From an optimization exercise on the open Yosys and OpenROAD flow, aimed at small area; shortcuts taken in it are not production practice. RTL that was checked went through simulation tests only; none was proved equivalent to the original. No activity file was given, so power comes from the tool's default toggle rates.

// ddr_ctrl_top
module ddr_ctrl_top(
    input  wire         ui_clk,
    input  wire         rst,
    input  wire         wr_start,
    input  wire [255:0] wr_ddr_data,
    output wire         data_req,
    output wire         wr_done,
    input  wire         rd_start,
    output wire         rd_data_vld,
    output wire [255:0] rd_ddr_data,
    output wire         rd_done,
    output wire         ddr_busy,
    input  wire         app_rdy,
    output wire [2:0]   app_cmd,
    output wire         app_en,
    output wire [28:0]  app_addr,
    input  wire         app_wdf_rdy,
    output wire [255:0] app_wdf_data,
    output wire         app_wdf_wren,
    output wire         app_wdf_end,
    output wire [31:0]  app_wdf_mask,
    input  wire [255:0] app_rd_data,
    input  wire         app_rd_data_vld,
    input  wire         app_rd_data_end
);
For scale: ~760 cells after synthesis, about 300 flip-flops, ~9600 um^2 of cells after synthesis.
Settings: LEC_CHECK=0, CAP_MARGIN=20, CORE_AREA=4 4 196 196, CTS_BUF_LIST=sky130_fd_sc_hd__clkbuf_4 sky130_fd_sc_hd__clkbuf_2, CTS_CLUSTER_DIAMETER=60, CTS_CLUSTER_SIZE=30, DIE_AREA=0 0 200 200, SLEW_MARGIN=20; clock period 10.0 ns.
run.sh (not shown) runs the stock make flow with config.mk's settings and CLKGATE_MAP_FILE= SYNTH_SCRIPT=/design/flow/synth_recipe.tcl, a recipe that flattens the netlist after the stock synthesis.
The baseline never finished: it broke off in I/O pin placement (3_2_place_iop), error PPL-0024.
Rerun with:
Settings changed: CORE_AREA 4 4 196 196 to 4 4 376 376, CTS_BUF_LIST sky130_fd_sc_hd__clkbuf_4 sky130_fd_sc_hd__clkbuf_2 to unset, CTS_CLUSTER_DIAMETER 60 to unset, CTS_CLUSTER_SIZE 30 to unset, DIE_AREA 0 0 200 200 to 0 0 380 380.
Now the flow produced a clean layout. Area after synthesis is unchanged. Synthesized cell count does not change.
Rerun with:
==> flow/flow/run.sh (new file) <==
#!/bin/bash
# Standard ORFS layout, with the port buffers made from the smallest buffer
# cell (sky130_fd_sc_hd__buf_1) instead of the one buffer_ports picks itself.
set -euo pipefail
export BUFFER_PORTS_ARGS="-buffer_cell sky130_fd_sc_hd__buf_1"
bash standard.sh > standard_flow.log 2>&1
==> flow/standard.sh (new file) <==
#!/bin/bash
# synth_recipe.tcl (not shown) runs the flow's synth.tcl, then flattens the netlist and writes it again
# the make line also repeats each setting of config.mk as NAME=value (left out here)
make -C /OpenROAD-flow-scripts/flow DESIGN_CONFIG=/design/flow/config.mk WORK_HOME=/design/flow/orfs CLKGATE_MAP_FILE= SYNTH_SCRIPT=/design/flow/synth_recipe.tcl "${@:-finish}"
removed: flow/run.sh
After rerunning: Worst hold slack gains 0.0043 ns. Utilization falls by 2.4 points. Clock-buffer cell count shrinks by 5. First-iteration DRC count climbs by about 6%. Routed wire length came out lower by 0.85%. Sequential share of layout area came out higher by 9.2 points. Design area came out lower by 20%. Clock skew came out lower by 0.021 ns.
Rerun with:
==> flow/run.sh (new file) <==
#!/bin/bash
# synth_recipe.tcl (not shown) runs the flow's synth.tcl, then flattens the netlist and writes it again
# the make line also repeats each setting of config.mk as NAME=value (left out here)
make -C /OpenROAD-flow-scripts/flow DESIGN_CONFIG=/design/flow/config.mk WORK_HOME=/design/flow/orfs CLKGATE_MAP_FILE= SYNTH_SCRIPT=/design/flow/synth_recipe.tcl finish
Settings changed: CORE_AREA 4 4 376 376 to 4 4 196 196, DIE_AREA 0 0 380 380 to 0 0 200 200.
removed: flow/flow/run.sh
removed: flow/standard.sh
What happened:
- With this change the flow died in I/O pin placement (3_2_place_iop) (PPL-0024)
- area after synthesis does not change
- synthesized cell count stays the same
Function was not checked in any run of this note: the RTL went through the layout flow alone.

========
ddr_ctrl_top, a different RTL version from the one above (not shown whole).
Size: about 760 cells after synthesis, about 300 flip-flops, roughly 9500 µm² of cells after synthesis.
export LEC_CHECK = 0
export CAP_MARGIN = 20
export CORE_AREA = 4 4 376 376
export DIE_AREA = 0 0 380 380
export SLEW_MARGIN = 20
create_clock -name core_clock -period 10.0 [get_ports {ui_clk}]
standard.sh (not shown) runs the stock make flow with config.mk's settings and CLKGATE_MAP_FILE= SYNTH_SCRIPT=/design/flow/synth_recipe.tcl, a recipe that flattens the netlist after the stock synthesis.
==> flow/flow/run.sh <==
#!/bin/bash
# Standard ORFS layout, with the port buffers made from the smallest buffer
# cell (sky130_fd_sc_hd__buf_1) instead of the one buffer_ports picks itself,
# and a clock tree of fewer, larger sink clusters without dummy loads.
set -euo pipefail
export BUFFER_PORTS_ARGS="-buffer_cell sky130_fd_sc_hd__buf_1"
export CTS_ARGS="-sink_clustering_enable -repair_clock_nets -dont_use_dummy_load -buf_list sky130_fd_sc_hd__clkbuf_8 -sink_clustering_size 20 -sink_clustering_max_diameter 80"
bash standard.sh > standard_flow.log 2>&1
Rerun with:
--- a/flow/flow/run.sh
+++ b/flow/flow/run.sh
@@ -7 +7 @@
-export CTS_ARGS="-sink_clustering_enable -repair_clock_nets -dont_use_dummy_load -buf_list sky130_fd_sc_hd__clkbuf_8 -sink_clustering_size 20 -sink_clustering_max_diameter 80"
+export CTS_ARGS="-sink_clustering_enable -repair_clock_nets -dont_use_dummy_load -buf_list sky130_fd_sc_hd__clkbuf_16 -sink_clustering_size 30 -sink_clustering_max_diameter 100"
What happened: Power climbs by 7.2%; global-route usage drops by 0.12 points; final area climbs by 1.4%; first-iteration DRC count climbs by 29%; synthesized cell count does not change; clock-buffer cell count drops by 8; worst setup slack is better by 0.019 ns; core utilization climbs by 0.12 points.
No run of this note included a check of the RTL's function; only the layout flow was run.

========
== the baseline ==
Another version of the RTL of ddr_ctrl_top (not shown whole).
For scale: about 300 flip-flops, about 1,100 I/O pins, about 0.0095 mm^2 of cells after synthesis.
export LEC_CHECK = 0
export CAP_MARGIN = 20
export CORE_AREA = 130 130 250 250
export DIE_AREA = 0 0 380 380
export SLEW_MARGIN = 20
create_clock -name core_clock -period 10.0 [get_ports {ui_clk}]
==> flow/flow/run.sh <==
#!/bin/bash
# Standard ORFS layout, with the port buffers made from the smallest buffer
# cell (sky130_fd_sc_hd__buf_1) instead of the one buffer_ports picks itself,
# and a clock tree of fewer, larger sink clusters without dummy loads.
set -euo pipefail
export BUFFER_PORTS_ARGS="-buffer_cell sky130_fd_sc_hd__buf_1"
export CTS_ARGS="-sink_clustering_enable -repair_clock_nets -dont_use_dummy_load -buf_list sky130_fd_sc_hd__clkbuf_4 -tree_buf sky130_fd_sc_hd__clkbuf_8 -sink_clustering_size 11 -sink_clustering_max_diameter 60"
bash standard.sh > standard_flow.log 2>&1
The baseline: flow completed, timing, DRC and antenna clean
#### Input delta (the candidate over the baseline)
-- flow/flow/run.sh --
<<< the baseline, line 7
export CTS_ARGS="-sink_clustering_enable -repair_clock_nets -dont_use_dummy_load -buf_list sky130_fd_sc_hd__clkbuf_4 -tree_buf sky130_fd_sc_hd__clkbuf_8 -sink_clustering_size 11 -sink_clustering_max_diameter 60"
>>> the candidate, line 7
export CTS_ARGS="-sink_clustering_enable -repair_clock_nets -dont_use_dummy_load -buf_list sky130_fd_sc_hd__clkbuf_4 -sink_clustering_size 12 -sink_clustering_max_diameter 60"
-- flow/config.mk --
<<< the baseline, line 9
export CORE_AREA = 130 130 250 250
>>> the candidate, line 9
export CORE_AREA = 4 4 376 376
<<< the baseline, line 11
>>> the candidate, line 11
export PLACE_DENSITY = 0.9
[summary]
[compare] base=the baseline new=the candidate: worst setup slack +0.14 ns, part of the cycle the worst path needs -1.4 points, number of stages on the worst hold path -1, share of power burned in registers -4.3 points, proportion of final cell area spent on non-clock buffers -3.6 points.

========
ddr_ctrl_top again, from the RTL that the note above started with.
Settings: LEC_CHECK=0, CAP_MARGIN=20, CORE_AREA=4 4 376 376, DIE_AREA=0 0 380 380, SLEW_MARGIN=20; clock period 10.0 ns.
==> flow/flow/run.sh <==
#!/bin/bash
# Standard ORFS layout, with the port buffers made from the smallest buffer
# cell (sky130_fd_sc_hd__buf_1) instead of the one buffer_ports picks itself,
# and a clock tree of fewer, larger sink clusters without dummy loads.
set -euo pipefail
export BUFFER_PORTS_ARGS="-buffer_cell sky130_fd_sc_hd__buf_1"
export CTS_ARGS="-sink_clustering_enable -repair_clock_nets -dont_use_dummy_load -buf_list sky130_fd_sc_hd__clkbuf_8 -sink_clustering_size 16 -sink_clustering_max_diameter 60"
bash standard.sh > standard_flow.log 2>&1
Rerun with:
==> flow/flow/run.sh (replaced) <==
#!/bin/bash
# Standard ORFS layout, with the port buffers made from the smallest buffer
# cell (sky130_fd_sc_hd__buf_1) instead of the one buffer_ports picks itself,
# and a clock tree of fewer, larger sink clusters without dummy loads.
set -euo pipefail
export BUFFER_PORTS_ARGS="-buffer_cell sky130_fd_sc_hd__buf_1"
export CTS_ARGS="-sink_clustering_enable -repair_clock_nets -dont_use_dummy_load -buf_list sky130_fd_sc_hd__clkbuf_16 -sink_clustering_size 30 -sink_clustering_max_diameter 100"
bash standard.sh > standard_flow.log 2>&1
The new run passed the timing, design-rule and antenna checks.
Clock-buffer cell count came out lower by 21.
Sequential share of layout area barely changes.
Clock power came out higher by 4.6%.
Cell area stays flat.
Global-route usage went down by 0.11 points.
Synthesized cell count is unchanged.
Wire length fell by 0.38%.
Final cell count is lower by 0.75%.
Worst hold slack degrades by 0.0037 ns.
Total power came out higher by about 1.7%.
Setup slack is worse by 0.042 ns.
Rerun with:
==> flow/run.sh (new file) <==
#!/bin/bash
# synth_recipe.tcl (not shown) runs the flow's synth.tcl, then flattens the netlist and writes it again
# the make line also repeats each setting of config.mk as NAME=value (left out here)
make -C /OpenROAD-flow-scripts/flow DESIGN_CONFIG=/design/flow/config.mk WORK_HOME=/design/flow/orfs CLKGATE_MAP_FILE= SYNTH_SCRIPT=/design/flow/synth_recipe.tcl finish
CORE_AREA = 90 90 290 290   (was 4 4 376 376)
CTS_BUF_LIST = sky130_fd_sc_hd__clkbuf_4   (was not set)
CTS_CLUSTER_DIAMETER = 60   (was not set)
CTS_CLUSTER_SIZE = 11   (was not set)
removed: flow/flow/run.sh
removed: flow/standard.sh
Result: Final cell count shrinks by 44%; utilization grows by 26 points; wire length grows by 65%.
Rerun with:
==> flow/flow/run.sh (new file) <==
#!/bin/bash
# Standard ORFS layout, with the port buffers made from the smallest buffer
# cell (sky130_fd_sc_hd__buf_1) instead of the one buffer_ports picks itself,
# and a clock tree of fewer, larger sink clusters without dummy loads
# (clkbuf_4 at the leaves, clkbuf_8 above them).
set -euo pipefail
export BUFFER_PORTS_ARGS="-buffer_cell sky130_fd_sc_hd__buf_1"
export CTS_ARGS="-sink_clustering_enable -repair_clock_nets -dont_use_dummy_load -buf_list sky130_fd_sc_hd__clkbuf_4 -tree_buf sky130_fd_sc_hd__clkbuf_8 -sink_clustering_size 11 -sink_clustering_max_diameter 60"
bash standard.sh > standard_flow.log 2>&1
==> flow/standard.sh (new file) <==
#!/bin/bash
# synth_recipe.tcl (not shown) runs the flow's synth.tcl, then flattens the netlist and writes it again
# the make line also repeats each setting of config.mk as NAME=value (left out here)
make -C /OpenROAD-flow-scripts/flow DESIGN_CONFIG=/design/flow/config.mk WORK_HOME=/design/flow/orfs CLKGATE_MAP_FILE= SYNTH_SCRIPT=/design/flow/synth_recipe.tcl "${@:-finish}"
CORE_AREA = 130 130 250 250   (was 90 90 290 290)
CTS_BUF_LIST = not set   (was sky130_fd_sc_hd__clkbuf_4)
CTS_CLUSTER_DIAMETER = not set   (was 60)
CTS_CLUSTER_SIZE = not set   (was 11)
removed: flow/run.sh
=>
- cell area goes down by 28%
- worst setup slack gains 0.26 ns
- synthesized area stays the same
- register-to-register slack barely changes
- wire length goes up by 51%
- die area is unchanged
- final cell count goes down by 21%
- non-clock buffer count is unchanged
- via count goes up by 11%
Rerun with:
==> flow/flow/run.sh (replaced) <==
#!/bin/bash
# Standard ORFS layout, with the port buffers made from the smallest buffer
# cell (sky130_fd_sc_hd__buf_1) instead of the one buffer_ports picks itself,
# and a clock tree of fewer, larger sink clusters without dummy loads.
set -euo pipefail
export BUFFER_PORTS_ARGS="-buffer_cell sky130_fd_sc_hd__buf_1"
export CTS_ARGS="-sink_clustering_enable -repair_clock_nets -dont_use_dummy_load -buf_list sky130_fd_sc_hd__clkbuf_4 -sink_clustering_size 12 -sink_clustering_max_diameter 60"
bash standard.sh > standard_flow.log 2>&1
CORE_AREA = 4 4 376 376   (was 130 130 250 250)
Cell area rose by about a fifth.
Non-clock buffer count rose by 1.
Core utilization fell by 62 points.
Synthesized cell count does not change.
Power rose by a few percent.
Via count fell by roughly a tenth.
Clock skew rose by 0.063 ns.
Rerun with:
==> flow/flow/run.sh (replaced) <==
#!/bin/bash
# Standard ORFS layout, with the port buffers made from the smallest buffer
# cell (sky130_fd_sc_hd__buf_1) instead of the one buffer_ports picks itself,
# and a clock tree of fewer, larger sink clusters without dummy loads.
set -euo pipefail
export BUFFER_PORTS_ARGS="-buffer_cell sky130_fd_sc_hd__buf_1"
export CTS_ARGS="-sink_clustering_enable -repair_clock_nets -dont_use_dummy_load -buf_list sky130_fd_sc_hd__clkbuf_4 -sink_clustering_size 11 -sink_clustering_max_diameter 60"
bash standard.sh > standard_flow.log 2>&1
CORE_AREA = 90 90 290 290   (was 4 4 376 376)
Effect: Global-route usage goes up by 3.8 points. Fmax goes down by 4.2%. Final area goes down by 14%. Core utilization goes up by 18 points. First-iteration DRC count goes up by 110%. Power goes down by 4.2%. Non-clock buffer count goes down by 1. Sequential power stays flat. Worst hold slack stays flat. Area after synthesis does not change. Routed wire length goes up by 58%.

re-timing with driven ports:
In the flow no input, the clock included, has a driving cell. The finished layouts below were timed again as built, in two steps. Step 1 assumes that a clkbuf_16 drives the clock port and a buf_2 every other input. Step 2, shift: input delay + t, output delay - t, t = (earliest + latest rising clock arrival at the registers) / 2. This alone moves slack from input paths to output paths. Slacks: ideal ports / drivers / drivers and shift; pairs: ideal ports / drivers.
run	t, ns	slack for setup (ns)	hold WS [ns]	worst slew at a driven data input, ns	pins driven straight from the clock port
the second run of note 1	0.668	4.679 / 4.685 / 4.016	0.490 / 0.490 / 0.490	0.27	1
the third run of note 1	0.666	5.031 / 5.042 / 4.376	0.495 / 0.495 / 0.495	0.28	1
the first run of note 2	0.686	5.053 / 5.070 / 4.384	0.494 / 0.494 / 0.494	0.37	1
the second run of note 2	0.653	5.072 / 5.086 / 4.433	0.494 / 0.494 / 0.494	0.37	1
the baseline	0.698	5.046 / 5.039 / 4.341	0.557 / 0.557 / 0.557	0.41	1
the candidate	0.902	5.185 / 5.155 / 4.327	0.549 / 0.549 / 0.549	0.23	1
the first run of note 4	0.705	5.120 / 5.154 / 4.449	0.546 / 0.546 / 0.546	0.24	1
the second run of note 4	0.665	5.078 / 5.119 / 4.454	0.542 / 0.542 / 0.542	0.24	1
the third run of note 4	0.766	4.784 / 4.726 / 4.018	0.554 / 0.554 / 0.554	0.29	1
the fourth run of note 4	0.698	5.046 / 5.039 / 4.341	0.557 / 0.557 / 0.557	0.41	1
the fifth run of note 4	0.910	5.347 / 5.378 / 4.468	0.553 / 0.553 / 0.553	0.24	1
the sixth run of note 4	0.725	5.144 / 5.141 / 4.416	0.553 / 0.553 / 0.553	0.30	1
After both steps setup and hold are still met in every run listed. For the fifth run of note 4, which loses most, drivers alone change the setup slack by +0.031 ns; drivers and shift together by -0.879 ns.
